What follows belongs to an exercise in optimizing a design on an open flow for small area, a short achievable clock period and few clock cycles per item; a production flow would make more cautious choices.
At most, simulation tests tie the RTL to the original design; equivalence was not proved.
No functional check of the RTL was part of runs 1 to 4.
No activity file was given, so power comes from the tool's default toggle rates.

File: design/flow/run.sh
#!/bin/bash
# synth_recipe.tcl (not shown) runs the flow's synth.tcl, then flattens the netlist and writes it again
# the make line also repeats each setting of config.mk as NAME=value (left out here)
make -C /OpenROAD-flow-scripts/flow DESIGN_CONFIG=/design/flow/config.mk WORK_HOME=/design/flow/orfs CLKGATE_MAP_FILE= SYNTH_SCRIPT=/design/flow/synth_recipe.tcl finish
File: design/flow/design.v
module qoi_compressor (
    input  wire        rstn,
    input  wire        clk,
    output reg         ctrl_ready,
    input  wire        ctrl_start,
    input  wire [15:0] ctrl_width,
    input  wire [15:0] ctrl_height,
    output reg         i_tready,
    input  wire        i_tvalid,
    input  wire        i_tlast,
    input  wire [ 7:0] i_R, i_G, i_B,
    input  wire        o_tready,
    output reg         o_tvalid,
    output reg         o_tlast,
    output reg  [ 3:0] o_tkeep,
    output reg  [31:0] o_tdata
);
localparam [1:0] K_PIX = 2'd0, K_H0 = 2'd1, K_H1 = 2'd2, K_H2 = 2'd3;
localparam [2:0] S_IDLE = 3'd0, S_H0 = 3'd1, S_H1 = 3'd2, S_H2 = 3'd3, S_PIX = 3'd4;
reg  [ 2:0] state;
reg  [15:0] img_w, img_h;
reg         first_pend;           
reg         I_v, I_first, I_last;
reg  [ 1:0] I_k;
reg  [23:0] I_px;                 
reg         A_v, A_first, A_last;
reg  [ 1:0] A_k;
reg  [23:0] A_px;
reg  [ 5:0] A_h;
reg  [63:0] A_sel;                  
reg  [ 7:0] A_dR, A_dG, A_dB;
reg         S_v;                  
wire        out_ok = ~S_v;
wire A_hold = A_v & (A_k == K_PIX) & ~A_last;
wire A_lpix = A_v & (A_k == K_PIX) & A_last;    
wire adv    = out_ok & (I_v | ~A_hold);
wire I_cons = adv & ~A_lpix;
wire I_free = ~I_v | (out_ok & ~A_lpix);         
wire take = i_tvalid & i_tready;
wire inj  = (state == S_H0 || state == S_H1 || state == S_H2) & I_free;
reg  [2:0] state_n;
always @* begin
    state_n = state;
    case (state)
        S_IDLE: if (ctrl_start & ctrl_ready) state_n = S_H0;
        S_H0:   if (I_free) state_n = S_H1;
        S_H1:   if (I_free) state_n = S_H2;
        S_H2:   if (I_free) state_n = S_PIX;
        default: if (take & i_tlast) state_n = S_IDLE;
    endcase
end
wire I_v_n = take | inj | (I_v & ~I_cons);
wire        W_v;
wire        W_last;
wire [ 3:0] W_keep;
wire [31:0] W_data;
wire push  = adv & W_v;
wire o_cons = o_tvalid & o_tready;
wire S_v_n = S_v ? ~o_tready : (o_tvalid & ~o_tready & push);
always @(posedge clk or negedge rstn)
    if (~rstn) begin
        state      <= S_IDLE;
        ctrl_ready <= 1'b0;
        i_tready   <= 1'b0;
        I_v        <= 1'b0;
        S_v        <= 1'b0;
    end else begin
        state      <= state_n;
        ctrl_ready <= (state_n == S_IDLE);
        i_tready   <= (state_n == S_PIX) & (~I_v_n | ~S_v_n);
        I_v        <= I_v_n;
        S_v        <= S_v_n;
    end
always @(posedge clk) begin
    if (ctrl_start && ctrl_ready) begin
        img_w <= ctrl_width;
        img_w[0] <= ctrl_width[0] | (ctrl_width == 16'd0);
        img_h <= ctrl_height;
        img_h[0] <= ctrl_height[0] | (ctrl_height == 16'd0);
    end
    if (inj) first_pend <= 1'b1;
    else if (take) first_pend <= 1'b0;
end
reg  [5:0] I_hs, I_hc;
wire [5:0] o1 = i_R[5:0], o2 = {i_R[4:0], 1'b0}, o3 = i_G[5:0];
wire [5:0] o4 = {i_G[3:0], 2'b0}, o5 = {i_B[2:0], 3'b0}, o6 = ~i_B[5:0];
wire [5:0] s1 = o1 ^ o2 ^ o3, c1 = {(o1[4:0] & o2[4:0]) | (o1[4:0] & o3[4:0]) | (o2[4:0] & o3[4:0]), 1'b0};
wire [5:0] s2 = o4 ^ o5 ^ o6, c2 = {(o4[4:0] & o5[4:0]) | (o4[4:0] & o6[4:0]) | (o5[4:0] & o6[4:0]), 1'b0};
wire [5:0] s3 = s1 ^ c1 ^ s2, c3 = {(s1[4:0] & c1[4:0]) | (s1[4:0] & s2[4:0]) | (c1[4:0] & s2[4:0]), 1'b0};
wire [5:0] s4 = s3 ^ c3 ^ c2, c4 = {(s3[4:0] & c3[4:0]) | (s3[4:0] & c2[4:0]) | (c3[4:0] & c2[4:0]), 1'b0};
always @(posedge clk)
    if (i_tready) begin
        I_hs <= s4;
        I_hc <= c4;
    end
always @(posedge clk)
    if (i_tready) begin
        I_k     <= K_PIX;
        I_first <= first_pend;
        I_last  <= i_tlast;
        I_px    <= {i_R, i_G, i_B};
    end else if (inj) begin
        I_first <= 1'b0;
        I_last  <= 1'b0;
        case (state)
            S_H0:    begin I_k <= K_H0; I_px <= 24'h6F_69_66; end         
            S_H1:    begin I_k <= K_H1; I_px <= {8'h00, img_w[15:8], img_w[7:0]}; end
            default: begin I_k <= K_H2; I_px <= {8'h00, img_h[15:8], img_h[7:0]}; end
        endcase
    end
wire [7:0] iR = I_px[23:16], iG = I_px[15:8], iB = I_px[7:0];
wire [5:0] hash = I_hs + I_hc + 6'd54;
always @(posedge clk or negedge rstn)
    if (~rstn) A_v <= 1'b0;
    else if (adv) A_v <= I_v & ~A_lpix;
always @(posedge clk)
    if (adv) begin
        A_k     <= I_k;
        A_first <= I_first;
        A_last  <= I_last;
        A_px    <= I_px;
        A_h     <= hash;
        A_sel   <= 64'd1 << hash;
        A_dR    <= iR - A_px[23:16];
        A_dG    <= iG - A_px[15: 8];
        A_dB    <= iB - A_px[ 7: 0];
    end
wire A_same = ~|{A_dR, A_dG, A_dB};
reg  [17:0] tab_d [0:63];
reg  [63:0] tab_v;
wire        A_pix = A_v & (A_k == K_PIX);
wire        A_clr = A_v & (A_k == K_H0);
wire [17:0] A_key = {A_px[23:22], A_px[15:0]};
genvar gi;
generate
    for (gi = 0; gi < 64; gi = gi + 1) begin : g_tab
        always @(posedge clk) begin
            if (adv & A_pix & A_sel[gi]) tab_d[gi] <= A_key;
            if (adv & A_clr) tab_v[gi] <= 1'b0;
            else if (adv & A_pix & A_sel[gi]) tab_v[gi] <= 1'b1;
        end
    end
endgenerate
reg  [18:0] rd;
integer ri;
always @* begin
    rd = 19'd0;
    for (ri = 0; ri < 64; ri = ri + 1)
        rd = rd | ({19{A_sel[ri]}} & {tab_v[ri], tab_d[ri]});
end
reg         B_v, B_first, B_last, B_run;
reg  [ 1:0] B_k;
reg  [23:0] B_px;
reg  [ 5:0] B_h, B_q;             
reg  [18:0] B_rd;
reg         B_diff, B_luma;
reg  [ 5:0] B_dcode;
reg  [13:0] B_lcode;
wire A_run = A_pix & A_same & ~A_first & ~(B_run & (B_q == 6'd61));
wire [7:0] xR = A_dR - A_dG, xB = A_dB - A_dG;
wire diff_ok = (&A_dR[7:1] | ~|A_dR[7:1]) & (&A_dG[7:1] | ~|A_dG[7:1]) & (&A_dB[7:1] | ~|A_dB[7:1]);
wire luma_ok = (&A_dG[7:5] | ~|A_dG[7:5]) & (&xR[7:3] | ~|xR[7:3]) & (&xB[7:3] | ~|xB[7:3]);
always @(posedge clk or negedge rstn)
    if (~rstn) B_v <= 1'b0;
    else if (adv) B_v <= A_v;
always @(posedge clk)
    if (adv) begin
        B_k     <= A_k;
        B_first <= A_first;
        B_last  <= A_last;
        B_px    <= A_px;
        B_h     <= A_h;
        B_rd    <= rd;
        B_run   <= A_run;
        B_q     <= B_run ? B_q + 6'd1 : 6'd0;
        B_diff  <= diff_ok;
        B_dcode <= {~A_dR[1], A_dR[0], ~A_dG[1], A_dG[0], ~A_dB[1], A_dB[0]};    
        B_luma  <= luma_ok;
        B_lcode <= {~xR[3], xR[2:0], ~xB[3], xB[2:0], ~A_dG[5], A_dG[4:0]};       
    end
reg         C_v, C_last, C_h2;
reg  [ 2:0] C_n;
reg  [31:0] C_bytes;
wire B_pix   = B_v & (B_k == K_PIX);
wire B_match = B_rd[18] & (B_rd[17:0] == {B_px[23:22], B_px[15:0]});
always @(posedge clk or negedge rstn)
    if (~rstn) C_v <= 1'b0;
    else if (adv) C_v <= B_v;
always @(posedge clk)
    if (adv) begin
        C_last <= B_pix & B_last;
        C_h2   <= B_v & (B_k == K_H2);
        if (~B_v) begin
            C_n     <= 3'd0;
            C_bytes <= 32'hx;
        end else if (B_pix & B_run) begin
            C_n     <= (A_run & ~B_last) ? 3'd0 : 3'd1;
            C_bytes <= {24'hx, 2'b11, B_q};
        end else if (B_pix & ~B_first & B_match) begin
            C_n     <= 3'd1;
            C_bytes <= {24'hx, 2'b00, B_h};
        end else if (B_pix & ~B_first & B_diff) begin
            C_n     <= 3'd1;
            C_bytes <= {24'hx, 2'b01, B_dcode};
        end else if (B_pix & ~B_first & B_luma) begin
            C_n     <= 3'd2;
            C_bytes <= {16'hx, B_lcode[13:6], 2'b10, B_lcode[5:0]};
        end else begin
            C_n     <= 3'd4;
            C_bytes <= {B_px[7:0], B_px[15:8], B_px[23:16],
                        (B_k == K_PIX) ? 8'hFE : (B_k == K_H0) ? 8'h71 : 8'h00};
        end
    end
reg  [ 1:0] P_cnt;
reg  [23:0] P_rem;
reg         P_flush;
wire [ 3:0] tot = {2'b0, P_cnt} + {1'b0, C_n};
reg  [55:0] merged;
always @*
    case (P_cnt)
        2'd0: merged = {24'hx, C_bytes};
        2'd1: merged = {16'hx, C_bytes, P_rem[7:0]};
        2'd2: merged = { 8'hx, C_bytes, P_rem[15:0]};
        default: merged = {C_bytes, P_rem};
    endcase
wire cv = C_v;
assign W_v    = P_flush | (cv & (tot[2] | C_last));
assign W_last = P_flush | (C_last & ~tot[3] & ~(tot[2] & |tot[1:0]));
wire [2:0] kcnt = P_flush ? {1'b0, P_cnt} : (C_last & ~tot[2]) ? tot[2:0] : 3'd4;
assign W_keep = (kcnt == 3'd1) ? 4'b0001 : (kcnt == 3'd2) ? 4'b0011 : (kcnt == 3'd3) ? 4'b0111 : 4'b1111;
assign W_data = P_flush ? {8'hx, P_rem} : merged[31:0];
always @(posedge clk or negedge rstn)
    if (~rstn) begin
        P_cnt   <= 2'd0;
        P_flush <= 1'b0;
    end else if (adv) begin
        if (P_flush) begin
            P_cnt   <= 2'd0;
            P_flush <= 1'b0;
        end else if (cv & C_h2) begin
            P_cnt   <= 2'd2;
        end else if (cv & C_last) begin
            P_cnt   <= (tot > 4'd4) ? tot[1:0] : 2'd0;
            P_flush <= (tot > 4'd4);
        end else if (cv) begin
            P_cnt   <= tot[1:0];
        end
    end
always @(posedge clk)
    if (adv & ~P_flush & cv) begin
        if (C_h2)        P_rem <= 24'h00_03;         
        else if (tot[2]) P_rem <= merged[55:32];
        else             P_rem <= merged[23:0];
    end
reg        S_last;
reg [ 3:0] S_keep;
reg [31:0] S_data;
always @(posedge clk or negedge rstn)
    if (~rstn) o_tvalid <= 1'b0;
    else if (~o_tvalid | o_tready) o_tvalid <= S_v | push;
always @(posedge clk) begin
    if (~o_tvalid | o_tready) begin
        if (S_v) begin
            o_tlast <= S_last; o_tkeep <= S_keep; o_tdata <= S_data;
        end else begin
            o_tlast <= W_last; o_tkeep <= W_keep; o_tdata <= W_data;
        end
    end
    if (~S_v) begin
        S_last <= W_last; S_keep <= W_keep; S_data <= W_data;
    end
end
endmodule
File: design/flow/config.mk
export PLATFORM = sky130hd
export DESIGN_NAME = qoi_compressor
export DESIGN_NICKNAME = qoi_compressor
export VERILOG_FILES = /design/flow/design.v
export SDC_FILE = /design/flow/constraint.sdc
export NUM_CORES = 4
export LEC_CHECK = 0
export CAP_MARGIN = 20
export CORE_MARGIN = 2
export CORE_UTILIZATION = 40
export SETUP_SLACK_MARGIN = 2.5
export SLEW_MARGIN = 20
File: design/flow/constraint.sdc
create_clock -name core_clock -period 5.0 [get_ports {clk}]
set_input_delay 1.0000 -clock core_clock [delete_from_list [all_inputs] [get_ports {clk}]]
set_output_delay 1.0000 -clock core_clock [all_outputs]
set_load 0.01 [all_outputs]
==> out/qor.txt, run 1 <==
Status - timing/DRC/antenna clean
HPWL after detailed placement - 148300 um
Grt total ovfl - 0
Worst Path Required - 5.54 ns
Inst Count DP - 5814
Via count - 41.53k
Final-report max-slew violation count - 0
Initial antenna violation count - 18
Syn_nets - 3827
Sink Count - 1639
Final WL - 245100 um
Register bit total from synthesis - 1639
CP startpoint kind - register
Max IR drop VDD - 0.0004794 V
Initial cell density of the core - 40.22%
Least-Margin Pin Slew - 1.160 ns
GR met3 Demand/Resource - 11.67%
Final period util - 56.27%
Post-synth EDFFs - 1521
Die ar. - 157900 um2
Clock skew - 0.03767 ns
Final Net Count - 4306
Grt met2 use - 42.65%
Layout Utilization - 49.51%
CTS tree - done
Post-layout min period - 2.813 ns
Worst Hold Class - register to register
CTS Root Cell - clkbuf_16
Syn Inst Count - 3696
Clk slew on worst S/H paths - 0.06 ns
Seq/Total Area, Yosys - 77.74%
Clock latency (worst-skew pair) - 0.83 ns
Synth-to-layout area growth - 23.12%
RSZ-0062 raised after global routing - true
Chip Height - 397.3 um
ANT nets after route - 0
Critical Path AT - 3.35 ns
Pleak - 26.33 nW
Critical path class - register to register
MaxCap Viol Count - 0
DRC viols - 0
Syn_area_per_cell - 16.74 um2
Post-synth ARST share - 0.8542%
Layout cells sized above 1 - 23.43%
Setup tns final - 0 ns
Hold Fails Final Rpt - 0
All-Layer GR Usage - 30.30%
Setup violators final - 0
Die X - 397.3 um
GRT Max-Usage Layer - met2
Largest net degree at the start of global routing - 91
Average wire per standard cell - 38.56 um
Top_reg_cell synth - edfxtp_1
Synth unique cells - 67
PwrDens - 676.7 nW/um2
Relative slew slack - 22.66%
CTS Buf Count - 162
CP max FO - 3
DRT iter0 DRCs - 8283
First-pass GRT wire length - 324300 um
GRT met1 Usage - 38.20%
Placer congestion estimate - 0.9859
Yosys warnings - 2
Bufs on Longest Clock Path - 3
Max Freq - 0.3555 GHz
DRT Pass-1 Iters - 10
Post-route insts no fill - 6357
Core box area - 153900 um2
Row count - 144
CTS Hold Bufs - 0
CP Capture Type - register
Number of port buffers - 101
Ports - 102
Pwr Total - 0.05155 W
Vias in the first global route - 38.18k
Synthesized cell area - 61880 um2
FF-to-FF setup slack - 2.19 ns
H-Tree Depth - 4
Post-DR vias/cell - 6.533
-- cells by family after synthesis --
logic type	after synthesis	synth area share, %
buffers and inverters	293	1.787
xor gates and xnor gates	67	0.9483
adders and majority gates	69	1.626
DFF	1639	77.74
and+or+nand+nor	694	5.550
muxes	74	1.231
AOI/OAI and AO/OA	860	11.11
-- metal layers --
| layer | up-vias | share of wire (%) | routed length (um) |
|---|---|---|---|
| met2 | 4086 | 41 | 101400 |
| met5 | - | 0.083 | 204 |
| li1 | 15875 | - | - |
| met4 | 18 | 9.0 | 22140 |
| met3 | 1021 | 16 | 38910 |
| met1 | 20530 | 34 | 82480 |
-- Yosys cell counts (57+ instances only) --
cell type / number / area share (%)
a21oi_1: 76 / 0.61
a221oi_1: 316 / 4.5
a22o_1: 314 / 4.4
and2_1: 92 / 0.93
clkbuf_1: 185 / 1.1
dfxtp_1: 104 / 3.4
edfxtp_1: 1521 / 74
inv_1: 91 / 0.55
mux2i_1: 57 / 0.92
nand2_1: 100 / 0.61
nand4_1: 86 / 0.87
nor2_1: 281 / 1.7
-- placed cells by master (no fill, tap or decap), types with 38 or more instances in the layout --
cell type        netlist  final
mux2i_1               57     57
a221oi_1             316    150
clkdlybuf4s50_1        0     52
a221oi_2               0    129
nand2_1              100     96
nor2_1               281    266
buf_6                  0     66
edfxtp_1            1521   1521
buf_4                  0    276
dfxtp_1              104    104
ha_1                  50     43
and2_1                92     38
o21ai_0               53     48
inv_1                 91     85
a21oi_1               76     70
and2_4                 0     42
nand4_1               86     86
clkbuf_16              0    167
a22o_1               314    296
-- critical path: stages, from the launching register on --
cell	delay, ns
edfxtp_1	0.44
ha_2	0.23
fa_2	0.36
nand2b_4	0.16
a211oi_4	0.25
a311oi_2	0.15
or4_1	0.48
a222oi_1	0.49
-- layout make-up --
class / instances / area [um2]
antenna: 7 / 17.52
clock buffer: 211 / 4392
clock inverter: 84 / 767.0
fill: 12648 / 77680
inverter: 92 / 364.1
multi-input combinational: 1769 / 14900
sequential: 1639 / 48110
tap: 2044 / 2557
timing repair buffer: 510 / 5069
timing repair inverter: 1 / 8.758
-- power by group --
part           internal [W]  switching [W]
clock network       0.00678        0.00532
registers            0.0200        0.00163
logic               0.00563         0.0122
-- metrics by stage --
stage                     hold WS [ns]  setup WS (ns)  instance area (um2)
after floorplan                 0.4003          2.248                61950
after global placement          0.4075          1.259                66100
after detailed placement        0.4107          1.316                66190
after CTS                       0.4228          2.253                74450
after global routing            0.4220          2.078                76170
final                           0.4165          2.187                76180
-- flip-flops by register name (all words and copies together), names as in the netlist, 19 cells and up --
signal,cells
A_px,24
A_sel,64
B_px,24
B_rd,19
C_bytes,32
I_px,24
P_rem,24
S_data,32
o_tdata,32
tab_d,1152
tab_v,64
-- repair_timing --
item | 4_1_cts | 5_1_grt
resized for setup | 437 | 219
pin swaps | 67 | 72
endpoints found under the setup margin | 1513 | 655
buffers inserted | 156 | 74
cloned | 8 | 3
-- final timing paths --
| check | from | endpoint | cells after the start |
|---|---|---|---|
| min in group asynchronous | rstn | state[0] | 1 |
| worst max register to register | A_dG[0] | B_luma | 7 |
| worst min register to register | A_h[1] | B_h[1] | 0 |
| worst max-delay path | A_dG[0] | B_luma | 7 |
| max in group asynchronous | rstn | P_cnt[1] | 1 |
| worst min-delay path | A_h[1] | B_h[1] | 0 |
==> inputs of run 2 (changes only) <==
--- a/design/flow/config.mk
+++ b/design/flow/config.mk
@@ -5,6 +5,7 @@
 export SDC_FILE = /design/flow/constraint.sdc
 export NUM_CORES = 4
 export LEC_CHECK = 0
+export ABC_CLOCK_PERIOD_IN_PS = 2500
 export CAP_MARGIN = 20
 export CORE_MARGIN = 2
 export CORE_UTILIZATION = 40
==> run 2 against run 1 <==
Clock-buffer cell count unchanged; first-iteration DRC count unchanged; global-route usage unchanged; clock skew unchanged; hold slack unchanged; sequential share of layout area unchanged; final cell count unchanged; register-to-register slack about the same; critical path depth unchanged; die area unchanged; still clean; clock power about the same; combinational power about the same.
==> out/qor.txt, run 2 <==
FF-to-FF Start - A_dG[0]
Core box area - 153900 um2 (unchanged)
MaxCap Viol Count - 0 (unchanged)
Setup violators final - 0 (unchanged)
HP Start - A_h[1]
Die ar. - 157900 um2 (unchanged)
Most frequent cell after synthesis - edfxtp_1
Layout cells sized above 1 - 23.43% (unchanged)
DRC viols - 0 (unchanged)
Post-Synth Adder-Cell Area - 1.626% (unchanged)
Final Instance Area - 76180 um2 (unchanged)
CTS tree - done
Clock latency (worst-skew pair) - 0.83 ns (about the same)
Clk slew on worst S/H paths - 0.06 ns (about the same)
Post-synth ARST share - 0.8542% (unchanged)
FF-to-FF End - B_luma
Register bit total from synthesis - 1639 (unchanged)
Status - timing/DRC/antenna clean
CP max FO - 3 (unchanged)
Ports - 102 (unchanged)
Critical path class - register to register
Relative slew slack - 22.66% (unchanged)
Post-layout min period - 2.813 ns (unchanged)
H-Tree Depth - 4 (unchanged)
Final Net Count - 4306 (unchanged)
ANT nets after route - 0 (unchanged)
DRT Pass-1 Iters - 10 (unchanged)
Regs by FF count - tab_d (1152), A_sel (64), tab_v (64)
Hold Slack - 0.4165 ns (unchanged)
Syn Inst Count - 3696 (unchanged)
FF-to-FF setup slack - 2.19 ns (about the same)
Pleak - 26.33 nW (unchanged)
Sink Count - 1639 (unchanged)
PwrDens - 676.7 nW/um2 (unchanged)
Via count - 41.53k (unchanged)
Synth-to-layout area growth - 23.12% (unchanged)
Pre-CTS setup slack - 1.316 ns (unchanged)
Post-DR vias/cell - 6.533 (unchanged)
CP startpoint kind - register
Top cells by area, synth - edfxtp_1, a221oi_1, a22o_1
Most frequent cells in the layout - edfxtp_1, a22o_1, buf_4
Worst Hold Class - register to register
Placer congestion estimate - 0.9859 (unchanged)
All-Layer GR Usage - 30.30% (unchanged)
Cell Area, Placed - 66190 um2 (unchanged)
HPWL after detailed placement - 148300 um (unchanged)
Initial antenna violation count - 18 (unchanged)
First-pass GRT wire length - 324300 um (unchanged)
Bufs on Longest Clock Path - 3 (unchanged)
Final period util - 56.27% (unchanged)
Max IR drop VDD - 0.0004794 V (unchanged)
Main combinational cell family by area after synthesis - compound AO/OA/AOI/OAI gates
DRT iter0 DRCs - 8283 (unchanged)
Worst Hold Endpoint - B_h[1]
CTS Hold Bufs - 0 (unchanged)
RSZ-0062 raised after global routing - true
Chip Height - 397.3 um (unchanged)
Post-Synth XOR/XNOR Area - 0.9483% (unchanged)
WHS Path Cells - 0 (unchanged)
Grt total ovfl - 0 (unchanged)
Yosys warnings - 2 (unchanged)
Worst Path Required - 5.54 ns (about the same)
Final-report max-slew violation count - 0 (unchanged)
Most frequent cells after synthesis - edfxtp_1, a221oi_1, a22o_1
Setup tns final - 0 ns (unchanged)
Die X - 397.3 um (unchanged)
Yosys top cell by area - edfxtp_1
Max Freq - 0.3555 GHz (unchanged)
Seq/Total Area, Yosys - 77.74% (unchanged)
Fin worst setup slack - 2.187 ns (unchanged)
Clock skew - 0.03767 ns (unchanged)
Least-Margin Pin Slew - 1.160 ns (unchanged)
Worst r2r path cells - 7 (unchanged)
Post-synthesis compound-gate area fraction - 11.11% (unchanged)
Initial cell density of the core - 40.22% (unchanged)
Average wire per standard cell - 38.56 um (unchanged)
Synth top area share - 73.81% (unchanged)
Simple-gate share of the synthesized area - 5.550% (unchanged)
Syn_area_per_cell - 16.74 um2 (unchanged)
Largest net degree at the start of global routing - 91 (unchanged)
CTS Root Cell - clkbuf_16
Final WL - 245100 um (unchanged)
Mux share of post-synthesis cell area - 1.231% (unchanged)
Critical Path AT - 3.35 ns (about the same)
Most flops, register - tab_d
CP Capture Type - register
Syn_nets - 3827 (unchanged)
Number of flip-flops in the largest register - 1152 (unchanged)
Synth unique cells - 67 (unchanged)
Vias in the first global route - 38.18k (unchanged)
Top_reg_cell synth - edfxtp_1
CTS Buf Count - 162 (unchanged)
Post-synth EDFFs - 1521 (unchanged)
Number of port buffers - 101 (unchanged)
Row count - 144 (unchanged)
Most common cell after layout, fill and taps aside - edfxtp_1
Hold Fails Final Rpt - 0 (unchanged)
Layout Utilization - 49.51% (unchanged)
Synthesized cell area - 61880 um2 (unchanged)
==> run 2: cell type report <==
| cell class | instances | area (um2) |
|---|---|---|
| multi-input cells | 1769 | 14900 |
| repair buffers | 510 | 5069 |
| repair inverters | 1 | 8.758 |
| flip-flops and latches | 1639 | 48110 |
| inverters | 92 | 364.1 |
| diodes | 7 | 17.52 |
| well taps | 2044 | 2557 |
| clock buffers | 211 | 4392 |
| fillers | 12648 | 77680 |
| clock inverters | 84 | 767.0 |
==> run 2: worst max-delay path by stage <==
stage,startpoint,slack (ns),end
floorplan,i_B[4],2.25,I_hs[4]
detailed placement,A_k[1],1.32,tab_d[3][16]
CTS,A_dG[0],2.25,B_luma
finish,A_dG[0],2.19,B_luma
global route,A_dG[2],2.08,B_luma
global placement,A_k[1],1.26,tab_d[32][2]
==> run 2: logic make-up (layout without fill, tap and decap cells) <==
| family | Yosys count | count (layout) |
|---|---|---|
| AO/OA/AOI/OAI | 860 | 860 |
| XOR/XNOR | 67 | 67 |
| adder cells (fa/ha/maj) | 69 | 69 |
| buffers and inverters | 293 | 898 |
| flip-flops | 1639 | 1639 |
| multiplexers | 74 | 74 |
| other | 0 | 7 |
| AND/OR/NAND/NOR | 694 | 699 |
==> run 2: what timing repair did <==
item / CTS / global route
buffers inserted: 156 / 74
gates resized for setup: 437 / 219
endpoints found under the setup margin: 1513 / 655
gates cloned: 8 / 3
pin swaps: 67 / 72
==> run 2: through the flow <==
step	cells	total power, W
finish	6357	0.05155
global route	6351	0.05255
CTS	6273	0.04974
detailed placement	5814	0.03618
global placement	5809	0.03600
floorplan	3696	0.02872
==> run 2: report_power, final <==
| group | internal, W | leakage, nW | total [W] | switching, W |
|---|---|---|---|---|
| registers | 0.0200 | 15.3 | 0.0216 | 0.00163 |
| clock network | 0.00678 | 2.53 | 0.0121 | 0.00532 |
| logic | 0.00563 | 8.53 | 0.0179 | 0.0122 |
==> run 2: metal layers <==
| metal | global-route usage, % | routed length, um | vias up |
|---|---|---|---|
| met4 | 21.58 | 22140 | 18 |
| met5 | 0.1211 | 204 | - |
| li1 | - | - | 15875 |
| met3 | 11.67 | 38910 | 1021 |
| met2 | 42.65 | 101400 | 4086 |
| met1 | 38.20 | 82480 | 20530 |
==> run 2: critical path, cell delays in order (launching register included) <==
cell and delay, ns:
edfxtp_1 0.44, ha_2 0.23, fa_2 0.36, nand2b_4 0.16, a211oi_4 0.25, a311oi_2 0.15
or4_1 0.48, a222oi_1 0.49
==> inputs of run 3 (changes only) <==
--- a/design/flow/design.v
+++ b/design/flow/design.v
@@ -141,18 +141,21 @@
         end
     end
 endgenerate
-reg  [18:0] rd;
+reg  [18:0] rd0, rd1;
 integer ri;
 always @* begin
-    rd = 19'd0;
-    for (ri = 0; ri < 64; ri = ri + 1)
-        rd = rd | ({19{A_sel[ri]}} & {tab_v[ri], tab_d[ri]});
+    rd0 = 19'd0;
+    rd1 = 19'd0;
+    for (ri = 0; ri < 32; ri = ri + 1) begin
+        rd0 = rd0 | ({19{A_sel[ri]}}      & {tab_v[ri],      tab_d[ri]});
+        rd1 = rd1 | ({19{A_sel[ri + 32]}} & {tab_v[ri + 32], tab_d[ri + 32]});
+    end
 end
 reg         B_v, B_first, B_last, B_run;
 reg  [ 1:0] B_k;
 reg  [23:0] B_px;
 reg  [ 5:0] B_h, B_q;             
-reg  [18:0] B_rd;
+reg  [18:0] B_rd0, B_rd1;
 reg         B_diff, B_luma;
 reg  [ 5:0] B_dcode;
 reg  [13:0] B_lcode;
@@ -170,7 +173,8 @@
         B_last  <= A_last;
         B_px    <= A_px;
         B_h     <= A_h;
-        B_rd    <= rd;
+        B_rd0   <= rd0;
+        B_rd1   <= rd1;
         B_run   <= A_run;
         B_q     <= B_run ? B_q + 6'd1 : 6'd0;
         B_diff  <= diff_ok;
@@ -182,6 +186,7 @@
 reg  [ 2:0] C_n;
 reg  [31:0] C_bytes;
 wire B_pix   = B_v & (B_k == K_PIX);
+wire [18:0] B_rd = B_h[5] ? B_rd1 : B_rd0;
 wire B_match = B_rd[18] & (B_rd[17:0] == {B_px[23:22], B_px[15:0]});
 always @(posedge clk or negedge rstn)
     if (~rstn) C_v <= 1'b0;
--- a/design/flow/config.mk
+++ b/design/flow/config.mk
@@ -5,7 +5,6 @@
 export SDC_FILE = /design/flow/constraint.sdc
 export NUM_CORES = 4
 export LEC_CHECK = 0
-export ABC_CLOCK_PERIOD_IN_PS = 2500
 export CAP_MARGIN = 20
 export CORE_MARGIN = 2
 export CORE_UTILIZATION = 40
==> run 3 against run 2 <==
Still clean on timing, DRC and antenna; clock power about the same; flip-flop and latch count increased by 19; die area grew 1.4%; sequential share of layout area up 2.5 points; global-route usage decreased by 6.4 points; via count down 8.4%; synthesized area up 1.4%.
==> out/qor.txt, run 3 <==
Row count - 145 (+0.69%)
Number of port buffers - 101 (unchanged)
Synth unique cells - 73 (+9.0%)
Number of flip-flops in the largest register - 1152 (unchanged)
Clock latency (worst-skew pair) - 0.80 ns (-0.03 ns)
CP startpoint kind - register
Post-layout min period - 2.627 ns (-0.1863 ns)
Layout Utilization - 47.51% (-2.0 points)
Regs by FF count - tab_d (1152), A_sel (64), tab_v (64)
Final period util - 52.54% (-3.7 points)
Worst Path Required - 5.60 ns (+0.06 ns)
CP max FO - 3 (unchanged)
Synth-to-layout area growth - 18.17%
DRC viols - 0 (unchanged)
MaxCap Viol Count - 0 (unchanged)
Placer congestion estimate - 0.8672 (-12%)
Syn_nets - 3986 (+4.2%)
Critical path class - register to register
Internal power - 0.03198 W (-1.2%)
CTS Root Cell - clkbuf_16
All-Layer GR Usage - 23.86% (-6.4 points)
Sw Share - 34.83% (-2.4 points)
HPWL after detailed placement - 113500 um (-23%)
H-Tree Depth - 4 (unchanged)
Seq/Total Area, Yosys - 77.59% (-0.15 points)
Most common cell after layout, fill and taps aside - edfxtp_1
Bufs on Longest Clock Path - 3 (unchanged)
Sink Count - 1658 (+1.2%)
Fin worst setup slack - 2.373 ns (+0.1863 ns)
Chip Height - 400.0 um (+0.68%)
Register bit total from synthesis - 1658 (+1.2%)
Comb pwr share - 30.8% (-3.8 points)
First-pass GRT wire length - 270500 um (-17%)
Post-synth EDFFs - 1540 (+1.2%)
Psw - 0.01709 W (-11%)
Die ar. - 160000 um2 (+1.4%)
Clk slew on worst S/H paths - 0.06 ns (about the same)
Average wire per standard cell - 30.98 um (-20%)
Vias in the first global route - 36.29k (-4.9%)
Worst r2r path cells - 8 (+1)
Yosys top cell by area - edfxtp_1
RSZ-0062 raised after global routing - true
FF-to-FF Start - A_dG[0]
Post-synth ARST share - 0.8444% (-0.0098 points)
Crit path from - A_dG[0]
Top_reg_cell synth - edfxtp_1
Pleak - 25.13 nW (-4.5%)
Most frequent cell after synthesis - edfxtp_1
Via count - 38.06k (-8.4%)
Post-DR vias/cell - 5.978 (-8.5%)
Die X - 400.0 um (+0.68%)
CTS Buf Count - 166 (+2.5%)
Yosys warnings - 2 (unchanged)
Most flops, register - tab_d
Least-Margin Pin Slew - 1.148 ns (-0.01253 ns)
DRT Pass-1 Iters - 6 (-4)
DRT iter0 DRCs - 5694 (-31%)
Core box area - 156000 um2 (+1.4%)
Hold Fails Final Rpt - 0 (unchanged)
Setup violators final - 0 (unchanged)
Most frequent cells after synthesis - edfxtp_1, a22oi_1, nor2_1
PwrDens - 662.0 nW/um2 (-2.2%)
Seq pwr share - 44.1% (+2.2 points)
Syn Inst Count - 3855 (+4.3%)
Fill count - 13.20k (+4.4%)
Synthesized cell area - 62730 um2 (+1.4%)
Most frequent cells in the layout - edfxtp_1, a22oi_1, nor2_1
Grt total ovfl - 0 (unchanged)
Layout cells sized above 1 - 15.79% (-7.6 points)
Ports - 102 (unchanged)
Max IR drop VDD - 0.0004480 V (-6.5%)
Pre-CTS setup slack - 1.294 ns (-0.02281 ns)
Synth top area share - 73.72% (-0.096 points)
Clock power share - 25.1% (+1.6 points)
ANT nets after route - 0 (unchanged)
Critical Path AT - 3.23 ns (-0.12 ns)
CTS Hold Bufs - 0 (unchanged)
Final-report max-slew violation count - 0 (unchanged)
Initial antenna violation count - 6 (-12)
CTS tree - done
Clock skew - 0.04953 ns (+0.01185 ns)
Syn_area_per_cell - 16.27 um2 (-2.8%)
Relative slew slack - 23.49% (+0.84 points)
HP Start - A_h[4]
Largest net degree at the start of global routing - 93 (+2.2%)
Final Net Count - 4299 (-0.16%)
WHS Path Cells - 0 (unchanged)
Max Freq - 0.3807 GHz (+7.1%)
Top cells by area, synth - edfxtp_1, a22oi_1, dfxtp_1
Initial cell density of the core - 40.21% (about the same)
Final WL - 197300 um (-20%)
Worst Hold Class - register to register
CP Capture Type - register
Status - timing/DRC/antenna clean
Hold Slack - 0.4139 ns (-0.002645 ns)
Setup tns final - 0 ns (unchanged)
run 3: cell types whose count changed after synthesis, moves of 18 or more:
cell / delta
a221oi_1: -229
a22o_1: -234
a22oi_1: +456
and2_1: -18
edfxtp_1: +19
nand3_1: +93
o21ai_0: +20
o21ai_1: -20
run 3: what timing repair did:
| item | CTS | global route |
|---|---|---|
| pin swaps | 14 | 17 |
| endpoints found under the hold margin | 0 | 0 |
| endpoints found under the setup margin | 1515 | 513 |
| gates resized for setup | 234 | 113 |
| cloned | 5 | 20 |
| buffers inserted | 64 | 18 |
run 3: cell families (layout without fill, tap and decap cells):
kind of cell    Yosys count  count (layout)  synth area share [%]
compound gates          860             860                 10.12
xor+xnor                 65              65                0.9075
fa+ha+maj                69              69                 1.604
buf+inv                 293             738                 1.823
flops                  1658            1658                 77.59
mux                      81              81                 1.342
other cells               0               2                     0
simple gates            829             836                 6.608
run 3: through the flow:
step,instances,area (um2),power [W]
after floorplan,3855,62790,0.02917
after global placement,5949,66700,0.03495
after detailed placement,5950,66730,0.03526
after CTS,6326,73260,0.04827
after global routing,6365,74130,0.05090
final,6367,74130,0.04907
run 3: per-layer routing:
metal / up-vias / GRT usage [%] / part of all wire, %
met2: 2322 / 37.19 / 46
met1: 19433 / 33.23 / 40
met5: - / 0 / 0.014
met4: 4 / 7.370 / 3.0
met3: 316 / 5.635 / 11
li1: 15984 / - / -
run 3: worst paths after layout:
kind                            end  slack, ns
setup / recovery             B_luma       2.37
hold / removal               B_h[4]       0.41
setup reg to reg             B_luma       2.37
hold reg to reg              B_h[4]       0.41
max in group asynchronous  P_cnt[0]       3.66
min in group asynchronous       B_v       0.70
run 3: power by group through the flow:
stage | Clock (W) | Sequential, W | Combinational [W]
2_1_floorplan | 0 | 0.0222 | 0.00697
3_3_place_gp | 0 | 0.0221 | 0.0128
3_5_place_dp | 0 | 0.0222 | 0.0131
5_1_grt | 0.0130 | 0.0219 | 0.0161
6_report | 0.0123 | 0.0216 | 0.0151
4_1_cts | 0.0125 | 0.0217 | 0.0142
run 3: cell type report:
type                    count  area, um2  area share (%)
flip-flops and latches   1658      48680           65.67
multi-input cells        1911      13590           18.33
clock buffers             247       4683           6.318
repair buffers            344       3562           4.805
well taps                2058       2575           3.474
clock inverters            60      698.2          0.9418
inverters                  87      332.8          0.4490
diodes                      2      5.005        0.006751
run 3: critical path, stage by stage (launching register included):
cell and delay [ns]:
edfxtp_1 0.51, ha_4 0.22, fa_2 0.37, nand2b_4 0.16
a21oi_4 0.15, nand3_2 0.09, o311a_1 0.15, or4_4 0.54
a222oi_1 0.24
==> inputs of run 4 (changes only) <==
--- a/design/flow/design.v
+++ b/design/flow/design.v
@@ -16,9 +16,8 @@
     output reg  [31:0] o_tdata
 );
 localparam [1:0] K_PIX = 2'd0, K_H0 = 2'd1, K_H1 = 2'd2, K_H2 = 2'd3;
-localparam [2:0] S_IDLE = 3'd0, S_H0 = 3'd1, S_H1 = 3'd2, S_H2 = 3'd3, S_PIX = 3'd4;
-reg  [ 2:0] state;
-reg  [15:0] img_w, img_h;
+localparam [1:0] S_IDLE = 2'd0, S_H1 = 2'd1, S_H2 = 2'd2, S_PIX = 2'd3;
+reg  [ 1:0] state;
 reg         first_pend;           
 reg         I_v, I_first, I_last;
 reg  [ 1:0] I_k;
@@ -31,25 +30,29 @@
 reg  [ 7:0] A_dR, A_dG, A_dB;
 reg         S_v;                  
 wire        out_ok = ~S_v;
-wire A_hold = A_v & (A_k == K_PIX) & ~A_last;
-wire A_lpix = A_v & (A_k == K_PIX) & A_last;    
+reg  A_pix;                      
+wire A_hold = A_pix & ~A_last;
+wire A_lpix = A_pix & A_last;    
 wire adv    = out_ok & (I_v | ~A_hold);
 wire I_cons = adv & ~A_lpix;
 wire I_free = ~I_v | (out_ok & ~A_lpix);         
 wire take = i_tvalid & i_tready;
-wire inj  = (state == S_H0 || state == S_H1 || state == S_H2) & I_free;
-reg  [2:0] state_n;
+wire inj  = (state == S_H1 || state == S_H2) & I_free;
+wire hs   = ctrl_start & ctrl_ready;   
+wire [15:0] ww = {ctrl_width[15:1],  ctrl_width[0]  | (ctrl_width  == 16'd0)};
+wire [15:0] hh = {ctrl_height[15:1], ctrl_height[0] | (ctrl_height == 16'd0)};
+reg  [1:0] state_n;
 always @* begin
     state_n = state;
     case (state)
-        S_IDLE: if (ctrl_start & ctrl_ready) state_n = S_H0;
-        S_H0:   if (I_free) state_n = S_H1;
+        S_IDLE: if (hs) state_n = S_H1;
         S_H1:   if (I_free) state_n = S_H2;
         S_H2:   if (I_free) state_n = S_PIX;
         default: if (take & i_tlast) state_n = S_IDLE;
     endcase
 end
-wire I_v_n = take | inj | (I_v & ~I_cons);
+wire I_v_n = take | inj | hs | (I_v & ~I_cons);
+wire A_lpix_n = adv ? (I_v & ~A_lpix & (I_k == K_PIX) & I_last) : A_lpix;
 wire        W_v;
 wire        W_last;
 wire [ 3:0] W_keep;
@@ -66,18 +69,12 @@
         S_v        <= 1'b0;
     end else begin
         state      <= state_n;
-        ctrl_ready <= (state_n == S_IDLE);
+        ctrl_ready <= (state_n == S_IDLE) & (~I_v_n | (~S_v_n & ~A_lpix_n));
         i_tready   <= (state_n == S_PIX) & (~I_v_n | ~S_v_n);
         I_v        <= I_v_n;
         S_v        <= S_v_n;
     end
 always @(posedge clk) begin
-    if (ctrl_start && ctrl_ready) begin
-        img_w <= ctrl_width;
-        img_w[0] <= ctrl_width[0] | (ctrl_width == 16'd0);
-        img_h <= ctrl_height;
-        img_h[0] <= ctrl_height[0] | (ctrl_height == 16'd0);
-    end
     if (inj) first_pend <= 1'b1;
     else if (take) first_pend <= 1'b0;
 end
@@ -92,27 +89,36 @@
     if (i_tready) begin
         I_hs <= s4;
         I_hc <= c4;
-    end
+    end else if (hs)
+        I_hs <= hh[13:8];
 always @(posedge clk)
     if (i_tready) begin
         I_k     <= K_PIX;
         I_first <= first_pend;
         I_last  <= i_tlast;
         I_px    <= {i_R, i_G, i_B};
+    end else if (hs) begin
+        I_k     <= K_H0;
+        I_px    <= {hh[7:0], ww};
+        I_first <= hh[14];
+        I_last  <= hh[15];
     end else if (inj) begin
-        I_first <= 1'b0;
-        I_last  <= 1'b0;
-        case (state)
-            S_H0:    begin I_k <= K_H0; I_px <= 24'h6F_69_66; end         
-            S_H1:    begin I_k <= K_H1; I_px <= {8'h00, img_w[15:8], img_w[7:0]}; end
-            default: begin I_k <= K_H2; I_px <= {8'h00, img_h[15:8], img_h[7:0]}; end
-        endcase
+        if (state == S_H1) I_k <= K_H1;
+        else begin
+            I_k  <= K_H2;
+            I_px <= {8'hxx, I_last, I_first, I_hs, I_px[23:16]};
+        end
     end
 wire [7:0] iR = I_px[23:16], iG = I_px[15:8], iB = I_px[7:0];
 wire [5:0] hash = I_hs + I_hc + 6'd54;
 always @(posedge clk or negedge rstn)
-    if (~rstn) A_v <= 1'b0;
-    else if (adv) A_v <= I_v & ~A_lpix;
+    if (~rstn) begin
+        A_v   <= 1'b0;
+        A_pix <= 1'b0;
+    end else if (adv) begin
+        A_v   <= I_v & ~A_lpix;
+        A_pix <= I_v & ~A_lpix & (I_k == K_PIX);
+    end
 always @(posedge clk)
     if (adv) begin
         A_k     <= I_k;
@@ -128,7 +134,6 @@
 wire A_same = ~|{A_dR, A_dG, A_dB};
 reg  [17:0] tab_d [0:63];
 reg  [63:0] tab_v;
-wire        A_pix = A_v & (A_k == K_PIX);
 wire        A_clr = A_v & (A_k == K_H0);
 wire [17:0] A_key = {A_px[23:22], A_px[15:0]};
 genvar gi;
@@ -141,28 +146,42 @@
         end
     end
 endgenerate
-reg  [18:0] rd0, rd1;
+reg  [18:0] rd;
 integer ri;
 always @* begin
-    rd0 = 19'd0;
-    rd1 = 19'd0;
-    for (ri = 0; ri < 32; ri = ri + 1) begin
-        rd0 = rd0 | ({19{A_sel[ri]}}      & {tab_v[ri],      tab_d[ri]});
-        rd1 = rd1 | ({19{A_sel[ri + 32]}} & {tab_v[ri + 32], tab_d[ri + 32]});
-    end
+    rd = 19'd0;
+    for (ri = 0; ri < 64; ri = ri + 1)
+        rd = rd | ({19{A_sel[ri]}} & {tab_v[ri], tab_d[ri]});
 end
 reg         B_v, B_first, B_last, B_run;
 reg  [ 1:0] B_k;
 reg  [23:0] B_px;
 reg  [ 5:0] B_h, B_q;             
-reg  [18:0] B_rd0, B_rd1;
+reg  [18:0] B_rd;
 reg         B_diff, B_luma;
 reg  [ 5:0] B_dcode;
 reg  [13:0] B_lcode;
 wire A_run = A_pix & A_same & ~A_first & ~(B_run & (B_q == 6'd61));
-wire [7:0] xR = A_dR - A_dG, xB = A_dB - A_dG;
+function eq5;    
+    input [4:0] a, b, k;
+    reg   [4:0] c;
+    begin
+        c = {(a[3:0] & b[3:0]) | ((a[3:0] | b[3:0]) & ~k[3:0]), 1'b0};
+        eq5 = ((a ^ b ^ k) == c);
+    end
+endfunction
+function small8;    
+    input [7:0] a, g;
+    reg   [3:0] lo;
+    begin
+        lo = {1'b0, a[2:0]} + {1'b0, ~g[2:0]} + 4'd1;
+        small8 = lo[3] ? (eq5(a[7:3], ~g[7:3], 5'd31) | eq5(a[7:3], ~g[7:3], 5'd30))
+                       : (eq5(a[7:3], ~g[7:3], 5'd0)  | eq5(a[7:3], ~g[7:3], 5'd31));
+    end
+endfunction
+wire [3:0] xR = A_dR[3:0] - A_dG[3:0], xB = A_dB[3:0] - A_dG[3:0];
 wire diff_ok = (&A_dR[7:1] | ~|A_dR[7:1]) & (&A_dG[7:1] | ~|A_dG[7:1]) & (&A_dB[7:1] | ~|A_dB[7:1]);
-wire luma_ok = (&A_dG[7:5] | ~|A_dG[7:5]) & (&xR[7:3] | ~|xR[7:3]) & (&xB[7:3] | ~|xB[7:3]);
+wire luma_ok = (&A_dG[7:5] | ~|A_dG[7:5]) & small8(A_dR, A_dG) & small8(A_dB, A_dG);
 always @(posedge clk or negedge rstn)
     if (~rstn) B_v <= 1'b0;
     else if (adv) B_v <= A_v;
@@ -173,8 +192,7 @@
         B_last  <= A_last;
         B_px    <= A_px;
         B_h     <= A_h;
-        B_rd0   <= rd0;
-        B_rd1   <= rd1;
+        B_rd    <= rd;
         B_run   <= A_run;
         B_q     <= B_run ? B_q + 6'd1 : 6'd0;
         B_diff  <= diff_ok;
@@ -186,7 +204,6 @@
 reg  [ 2:0] C_n;
 reg  [31:0] C_bytes;
 wire B_pix   = B_v & (B_k == K_PIX);
-wire [18:0] B_rd = B_h[5] ? B_rd1 : B_rd0;
 wire B_match = B_rd[18] & (B_rd[17:0] == {B_px[23:22], B_px[15:0]});
 always @(posedge clk or negedge rstn)
     if (~rstn) C_v <= 1'b0;
@@ -212,8 +229,9 @@
             C_bytes <= {16'hx, B_lcode[13:6], 2'b10, B_lcode[5:0]};
         end else begin
             C_n     <= 3'd4;
-            C_bytes <= {B_px[7:0], B_px[15:8], B_px[23:16],
-                        (B_k == K_PIX) ? 8'hFE : (B_k == K_H0) ? 8'h71 : 8'h00};
+            C_bytes <= (B_k == K_H0)  ? 32'h66_69_6F_71 :                           
+                       (B_k == K_PIX) ? {B_px[7:0], B_px[15:8], B_px[23:16], 8'hFE} :
+                                        {B_px[7:0], B_px[15:8], 16'h0};              
         end
     end
 reg  [ 1:0] P_cnt;
--- a/design/flow/config.mk
+++ b/design/flow/config.mk
@@ -5,6 +5,7 @@
 export SDC_FILE = /design/flow/constraint.sdc
 export NUM_CORES = 4
 export LEC_CHECK = 0
+export ABC_CLOCK_PERIOD_IN_PS = 2500
 export CAP_MARGIN = 20
 export CORE_MARGIN = 2
 export CORE_UTILIZATION = 40
==> run 4 against run 3 <==
Non-clock buffer count is 105 higher; worst setup slack got worse by 0.16 ns; total power rose by 5.6%; via count is 5.1% higher; global-route usage grew 4.8 points; utilization up 1.4 points; clock-buffer cell count fell by 34; die area is 2.0% lower; largest cell class unchanged.
==> out/qor.txt, run 4 <==
Status - timing/DRC/antenna clean
GRT met1 Usage - 37.50% (+4.3 points)
Worst path slowest cell - or4_4
Crit-path cells - buf_4 -> a221oi_2 -> nand4_1 -> or4_4
Grt total ovfl - 0 (unchanged)
Regs by FF count - tab_d (1152), A_sel (64), tab_v (64)
Bufs on Longest Clock Path - 3 (unchanged)
CTS tree - done
Syn Inst Count - 3656 (-5.2%)
Grt met2 use - 42.41% (+5.2 points)
GRT Max-Usage Layer - met2
CP endpoint - B_rd[14]
Largest net degree at the start of global routing - 81 (-13%)
Sink Count - 1607 (-3.1%)
RSZ-0062 raised after global routing - true
Synth unique cells - 76 (+4.1%)
Core box area - 152300 um2 (-2.4%)
Crit-path leading delay family - simple AND/OR/NAND/NOR gates
Max IR drop VDD - 0.0004891 V (+9.2%)
Synth top area share - 72.71% (-1.0 points)
Layout cells sized above 1 - 22.20% (+6.4 points)
CTS Buf Count - 159 (-4.2%)
Vias in the first global route - 37.05k (+2.1%)
Fin worst setup slack - 2.213 ns (-0.1596 ns)
Most frequent cell after synthesis - edfxtp_1
H-Tree Depth - 4 (unchanged)
Worst r2r path cells - 4 (-4)
HPWL after detailed placement - 136700 um (+20%)
Number of flip-flops in the largest register - 1152 (unchanged)
Clock skew - 0.05778 ns (+0.008251 ns)
Synth-to-layout area growth - 21.04%
Average wire per standard cell - 36.98 um (+19%)
Worst path bufs/invs - 1 (+1)
Inst Count DP - 5741 (-3.5%)
Final WL - 230300 um (+17%)
Clock latency (worst-skew pair) - 0.83 ns (+0.03 ns)
Crit path from - A_sel[14]
HP Start - A_h[3]
Final period util - 55.73% (+3.2 points)
Most flops, register - tab_d
Via count - 40.00k (+5.1%)
Post-route insts no fill - 6226 (-2.2%)
FF-to-FF setup slack - 2.21 ns (-0.16 ns)
Syn_area_per_cell - 16.82 um2 (+3.4%)
CP startpoint kind - register
Critical Path AT - 3.29 ns (+0.06 ns)
ANT nets after route - 0 (unchanged)
Critical Path Stages - 4 (-4)
Most frequent cells after synthesis - edfxtp_1, a221oi_1, a22o_1
Relative slew slack - 24.64% (+1.2 points)
Max Freq - 0.3588 GHz (-5.7%)
MaxCap Viol Count - 0 (unchanged)
CTS Hold Bufs - 0 (unchanged)
Die ar. - 156900 um2 (-2.0%)
DRT iter0 DRCs - 7210 (+27%)
Number of port buffers - 101 (unchanged)
Post-DR vias/cell - 6.425 (+7.5%)
Setup tns final - 0 ns (unchanged)
Post-synth EDFFs - 1489 (-3.3%)
Critical path class - register to register
Hold Fails Final Rpt - 0 (unchanged)
Top cells by area, synth - edfxtp_1, a221oi_1, a22o_1
Initial cell density of the core - 40.39% (+0.18 points)
Syn_nets - 3799 (-4.7%)
DRT Pass-1 Iters - 6 (unchanged)
CP Capture Type - register
Clk slew on worst S/H paths - 0.06 ns (about the same)
Pleak - 25.53 nW (+1.6%)
CP max FO - 20 (+17)
Register bit total from synthesis - 1607 (-3.1%)
Top_reg_cell synth - edfxtp_1
GR met3 Demand/Resource - 9.798% (+4.2 points)
Final-report max-slew violation count - 0 (unchanged)
Synthesized cell area - 61500 um2 (-2.0%)
Initial antenna violation count - 9 (+3)
FF-to-FF End - B_rd[14]
Yosys top cell by area - edfxtp_1
Seq/Total Area, Yosys - 76.66% (-0.93 points)
PwrDens - 696.1 nW/um2 (+5.2%)
All-Layer GR Usage - 28.69% (+4.8 points)
Post-synth ARST share - 0.8712% (+0.027 points)
DRC viols - 0 (unchanged)
Placer congestion estimate - 0.9346 (+7.8%)
Die X - 396.1 um (-0.98%)
First-pass GRT wire length - 308000 um (+14%)
Worst Path Required - 5.50 ns (-0.10 ns)
Pre-CTS setup slack - 1.288 ns (-0.005930 ns)
Most common cell after layout, fill and taps aside - edfxtp_1
Worst Hold Class - register to register
Least-Margin Pin Slew - 1.130 ns (-0.01727 ns)
CTS Root Cell - clkbuf_16
Yosys warnings - 2 (unchanged)
Final Net Count - 4200 (-2.3%)
Post-layout min period - 2.787 ns (+0.1596 ns)
Most frequent cells in the layout - edfxtp_1, a22o_1, buf_4
FF-to-FF Start - A_sel[14]
Ports - 102 (unchanged)
Setup violators final - 0 (unchanged)
Chip Height - 396.1 um (-0.98%)
Slowest cell delay on critical path - 0.78 ns (+0.24 ns)
Row count - 143 (-1.4%)
-- run 4: worst min path at each step --
stage,to,slack [ns],cells past startpoint
after floorplan,B_h[0],0.40,0
after global placement,B_h[2],0.41,0
after detailed placement,B_h[3],0.41,0
after CTS,B_h[3],0.42,0
after global routing,B_h[2],0.43,0
final,B_h[3],0.42,0
-- run 4: area by class of cell --
type                            instances  area (um2)
Clock inverter                         84       872.1
Inverter                              101       411.6
Timing Repair inverter                  2       23.77
Antenna cell                            3       7.507
Timing Repair Buffer                  449        4468
Sequential cell                      1607       47160
Multi-Input combinational cell       1737       14660
Fill cell                           12683       77820
Tap cell                             2030        2540
Clock buffer                          213        4303
-- run 4: layer usage --
metal  vias to the layer above  share of wire (%)
li1                      15706                  -
met1                     20262                 36
met2                      3389                 43
met3                       631                 15
met4                        16                5.6
met5                         -               0.18
-- run 4: cells by family after synthesis --
logic type,after synthesis,share of synthesized area (%)
AND/OR/NAND/NOR,605,5.001
multiplexers,81,1.384
buffers and inverters,314,2.018
adder cells (fa/ha/maj),81,1.880
AO/OA/AOI/OAI,894,12.00
XOR/XNOR,74,1.054
flip-flops,1607,76.66
-- run 4: through the flow --
step | hold WS [ns] | total power (W) | utilization [%] | area (um2)
5_1_grt | 0.4339 | 0.05309 | 48.88 | 74430
3_5_place_dp | 0.4102 | 0.03726 | 43.08 | 65590
3_3_place_gp | 0.4071 | 0.03697 | 43.05 | 65550
4_1_cts | 0.4244 | 0.05050 | 48.22 | 73420
6_report | 0.4205 | 0.05182 | 48.89 | 74440
2_1_floorplan | 0.4003 | 0.02974 | - | 61590
-- run 4: repair_timing --
action                                  in CTS  in global routing
pin swaps                                   58                 55
endpoints found under the hold margin        0                  0
endpoints found under the setup margin    1626                364
buffers inserted                           142                 35
gates cloned                                 4                  4
resized for setup                          356                122
-- run 4: report_power, final --
part	internal, W	total (W)	leakage, nW	switching, W
Sequential	0.0202	0.0219	15.0	0.00163
Combinational	0.00559	0.0180	8.00	0.0124
Clock	0.00668	0.0120	2.52	0.00531
==> inputs of run 5 (changes only) <==
--- a/design/flow/design.v
+++ b/design/flow/design.v
@@ -146,18 +146,21 @@
         end
     end
 endgenerate
-reg  [18:0] rd;
+reg  [18:0] rd0, rd1;
 integer ri;
 always @* begin
-    rd = 19'd0;
-    for (ri = 0; ri < 64; ri = ri + 1)
-        rd = rd | ({19{A_sel[ri]}} & {tab_v[ri], tab_d[ri]});
+    rd0 = 19'd0;
+    rd1 = 19'd0;
+    for (ri = 0; ri < 32; ri = ri + 1) begin
+        rd0 = rd0 | ({19{A_sel[ri]}}      & {tab_v[ri],      tab_d[ri]});
+        rd1 = rd1 | ({19{A_sel[ri + 32]}} & {tab_v[ri + 32], tab_d[ri + 32]});
+    end
 end
 reg         B_v, B_first, B_last, B_run;
 reg  [ 1:0] B_k;
 reg  [23:0] B_px;
 reg  [ 5:0] B_h, B_q;             
-reg  [18:0] B_rd;
+reg  [18:0] B_rd0, B_rd1;
 reg         B_diff, B_luma;
 reg  [ 5:0] B_dcode;
 reg  [13:0] B_lcode;
@@ -192,7 +195,8 @@
         B_last  <= A_last;
         B_px    <= A_px;
         B_h     <= A_h;
-        B_rd    <= rd;
+        B_rd0   <= rd0;
+        B_rd1   <= rd1;
         B_run   <= A_run;
         B_q     <= B_run ? B_q + 6'd1 : 6'd0;
         B_diff  <= diff_ok;
@@ -204,6 +208,7 @@
 reg  [ 2:0] C_n;
 reg  [31:0] C_bytes;
 wire B_pix   = B_v & (B_k == K_PIX);
+wire [18:0] B_rd = B_h[5] ? B_rd1 : B_rd0;
 wire B_match = B_rd[18] & (B_rd[17:0] == {B_px[23:22], B_px[15:0]});
 always @(posedge clk or negedge rstn)
     if (~rstn) C_v <= 1'b0;
--- a/design/flow/config.mk
+++ b/design/flow/config.mk
@@ -5,9 +5,10 @@
 export SDC_FILE = /design/flow/constraint.sdc
 export NUM_CORES = 4
 export LEC_CHECK = 0
-export ABC_CLOCK_PERIOD_IN_PS = 2500
 export CAP_MARGIN = 20
 export CORE_MARGIN = 2
 export CORE_UTILIZATION = 40
+export CTS_CLUSTER_DIAMETER = 60
+export CTS_CLUSTER_SIZE = 24
 export SETUP_SLACK_MARGIN = 2.5
 export SLEW_MARGIN = 20
==> run 5 against run 4 <==
Register-to-register slack gained 0.27 ns; clock power shrank 17%; final area shrank 3.9%; critical path depth grew 1; final cell count is essentially flat; flip-flop and latch count grew 19; first-iteration DRC count shrank 23%; critical endpoint is now tab_d[60][15]; critical path type unchanged; highest routed layer unchanged.
==> out/qor.txt, run 5 <==
Grt total ovfl - 0 (unchanged)
Final-report max-slew violation count - 0 (unchanged)
CP startpoint kind - register
Ports - 102 (unchanged)
Synthesized cell area - 62000 um2 (+0.82%)
Status - timing/DRC/antenna clean
Fin worst setup slack - 2.485 ns (+0.2715 ns)
Via count - 37.59k (-6.0%)
Pre-CTS setup slack - 1.307 ns (+0.01889 ns)
Post-synth EDFFs - 1508 (+1.3%)
Vias in the first global route - 35.36k (-4.6%)
Setup tns final - 0 ns (unchanged)
Final period util - 50.30% (-5.4 points)
Syn_area_per_cell - 16.05 um2 (-4.6%)
Sink Count - 1626 (+1.2%)
Synth unique cells - 68 (-11%)
RSZ-0062 raised after global routing - true
Die X - 397.7 um (+0.40%)
Setup violators final - 0 (unchanged)
Post-synth ARST share - 0.8610% (-0.010 points)
CP max FO - 55 (+180%)
Post-Synth XOR/XNOR Area - 1.045% (-0.0086 points)
Pleak - 23.99 nW (-6.0%)
Top_reg_cell synth - edfxtp_1
Post-DR vias/cell - 6.033 (-6.1%)
Synth-to-layout area growth - 15.33%
Layout cells sized above 1 - 14.43% (-7.8 points)
Bufs on Longest Clock Path - 3 (unchanged)
PwrDens - 663.9 nW/um2 (-4.6%)
Final WL - 192500 um (-16%)
Top cells by area, synth - edfxtp_1, a22oi_1, dfxtp_1
Seq/Total Area, Yosys - 76.96% (+0.30 points)
Syn_nets - 4006 (+5.4%)
Die ar. - 158200 um2 (+0.81%)
Yosys warnings - 2 (unchanged)
Synth top area share - 73.04% (+0.33 points)
CTS tree - done
CTS Buf Count - 108 (-32%)
Max IR drop VDD - 0.0004516 V (-7.7%)
Clock skew - 0.06954 ns (+0.01176 ns)
GRT Max-Usage Layer - met2
Core box area - 154000 um2 (+1.2%)
Syn Inst Count - 3863 (+5.7%)
CTS Root Cell - clkbuf_16
Most frequent cell after synthesis - edfxtp_1
Number of port buffers - 101 (unchanged)
Relative slew slack - 30.11% (+5.5 points)
Crit-path leading delay family - simple AND/OR/NAND/NOR gates
Chip Height - 397.7 um (+0.40%)
ANT nets after route - 0 (unchanged)
Most common cell after layout, fill and taps aside - edfxtp_1
Regs by FF count - tab_d (1152), A_sel (64), tab_v (64)
Row count - 144 (+0.70%)
Worst Hold Class - register to register
Most frequent cells after synthesis - edfxtp_1, a22oi_1, nor2_1
Crit-path cells - nor3b_1 -> or2_2 -> bufinv_16 -> and3_4 -> buf_4
Hold Fails Final Rpt - 0 (unchanged)
MaxCap Viol Count - 0 (unchanged)
Largest net degree at the start of global routing - 100 (+23%)
Initial cell density of the core - 40.25% (-0.14 points)
Number of flip-flops in the largest register - 1152 (unchanged)
DRT iter0 DRCs - 5540 (-23%)
Critical path class - register to register
Max Freq - 0.3976 GHz (+11%)
Clock latency (worst-skew pair) - 0.78 ns (-0.05 ns)
Average wire per standard cell - 30.89 um (-16%)
Least-Margin Pin Slew - 1.048 ns (-0.08208 ns)
Simple-gate share of the synthesized area - 6.601% (+1.6 points)
DRC viols - 0 (unchanged)
All-Layer GR Usage - 23.80% (-4.9 points)
Mux share of post-synthesis cell area - 1.679% (+0.30 points)
Most flops, register - tab_d
GRT met1 Usage - 33.89% (-3.6 points)
Grt met2 use - 37.60% (-4.8 points)
Worst path bufs/invs - 2 (+1)
CP Capture Type - register
Final Net Count - 4234 (+0.81%)
Slowest cell delay on critical path - 0.45 ns (-0.33 ns)
Initial antenna violation count - 8 (-1)
CTS Hold Bufs - 0 (unchanged)
HPWL after detailed placement - 111000 um (-19%)
H-Tree Depth - 3 (-1)
DRT Pass-1 Iters - 11 (+5)
Placer congestion estimate - 0.8553 (-8.5%)
Register bit total from synthesis - 1626 (+1.2%)
Worst Path Required - 5.41 ns (-0.09 ns)
First-pass GRT wire length - 268200 um (-13%)
Clk slew on worst S/H paths - 0.09 ns (+0.03 ns)
Post-Synth Adder-Cell Area - 1.865% (-0.015 points)
Critical Path AT - 2.92 ns (-0.37 ns)
Post-synthesis compound-gate area fraction - 9.923% (-2.1 points)
Post-layout min period - 2.515 ns (-0.2715 ns)
Main combinational cell family by area after synthesis - compound AO/OA/AOI/OAI gates
GR met3 Demand/Resource - 4.435% (-5.4 points)
Yosys top cell by area - edfxtp_1
Most frequent cells in the layout - edfxtp_1, a22oi_1, nor2_1
Worst path slowest cell - dfrtp_1
==> run 5: changes by cell type after synthesis, moves of 9 or more <==
cell and delta:
edfxtp_1 +19, o21ai_0 +10, a221oi_1 -228, a22o_1 -227, nand4_1 -14, nand3_1 +83, o21ba_2 -59, a22oi_1 +455
buf_1 +11, or4_1 +19, mux2i_1 +19, nor2_1 +144, nor3b_1 +9, buf_2 -16
==> run 5: layout make-up <==
cell class / count / area, um2
repair inverters: 1 / 11.26
fillers: 13298 / 82540
multi-input cells: 1925 / 13700
diodes: 1 / 2.502
inverters: 102 / 411.6
clock inverters: 89 / 1140
well taps: 2044 / 2557
flip-flops and latches: 1626 / 47720
repair buffers: 327 / 3139
clock buffers: 116 / 2816
==> run 5: per-stage QoR <==
stage | utilization (%) | instances | hold slack, ns | power, W | area (um2)
detailed placement | 42.77 | 5928 | 0.4045 | 0.03649 | 65880
CTS | 45.77 | 6174 | 0.4261 | 0.04681 | 70510
global placement | 42.77 | 5928 | 0.4050 | 0.03621 | 65880
finish | 46.42 | 6231 | 0.4260 | 0.04747 | 71500
floorplan | - | 3863 | 0.4003 | 0.02983 | 62070
global route | 46.42 | 6230 | 0.4371 | 0.04930 | 71500
==> run 5: worst paths after layout <==
| path | startpoint | endpoint | slack, ns | depth (start not counted) |
|---|---|---|---|---|
| min in group asynchronous | rstn | P_cnt[1] | 0.68 | 1 |
| min reg2reg | A_h[3] | B_h[3] | 0.43 | 0 |
| max reg2reg | I_v | tab_d[60][15] | 2.48 | 5 |
| min | A_h[3] | B_h[3] | 0.43 | 0 |
| max in group asynchronous | rstn | P_cnt[0] | 3.79 | 1 |
| max | I_v | tab_d[60][15] | 2.48 | 5 |
==> run 5: power breakdown <==
part / internal, W / switching (W) / total (W)
clock: 0.00480 / 0.00522 / 0.0100
combinational: 0.00464 / 0.0109 / 0.0155
sequential: 0.0205 / 0.00150 / 0.0220
total: 0.0299 / 0.0176 / 0.0475
==> run 5: logic make-up (layout without fill, tap and decap cells) <==
kind of cell | Yosys count | in the layout
buffers and inverters | 313 | 635
flip-flops | 1626 | 1626
XOR/XNOR | 74 | 74
adder cells (fa/ha/maj) | 81 | 81
other | 0 | 1
AND/OR/NAND/NOR | 836 | 837
AO/OA/AOI/OAI | 833 | 833
multiplexers | 100 | 100
==> run 5: metal layers <==
metal	vias to the layer above	part of all wire, %	routed length, um
li1	15733	-	-
met1	19303	40	77400
met2	2252	46	89130
met3	297	11	20790
met4	6	2.6	5055
met5	-	0.042	80
==> run 5: timing repair <==
action / CTS / global route
setup buffers: 37 / 53
endpoints found under the setup margin: 1356 / 450
gates cloned: 4 / 3
resized for setup: 178 / 87
pin swaps: 10 / 15
Testbench counts of run 5, summed over its fixed seeds: cycles 48,927, pixels 48,510.

[afterwards: timing with drivers on the ports]
In the flow no input, the clock included, has a driving cell. The finished layouts below were timed again as built, in two steps. Step 1 assumes that a clkbuf_16 drives the clock port and a buf_2 every other input. Step 2, shift: input delay + t, output delay - t, t = (earliest + latest rising clock arrival at the registers) / 2. This alone moves slack from input paths to output paths. a / b / c = no drivers / after step 1 / after step 2; a / b = the first two.
run | t (ns) | setup WS [ns] | pins driven straight from the clock port
run 1 | 0.893 | 2.187 / 2.187 / 1.693 | 1
run 2 | 0.893 | 2.187 / 2.187 / 1.693 | 1
run 3 | 0.858 | 2.373 / 2.373 / 1.721 | 1
run 4 | 0.884 | 2.213 / 2.213 / 1.724 | 1
run 5 | 0.828 | 2.485 / 2.429 / 1.741 | 1
After both steps setup and hold are still met in every run listed. The setup slack of run 5, which loses most, moves by -0.056 ns with the drivers and by -0.744 ns with both steps.
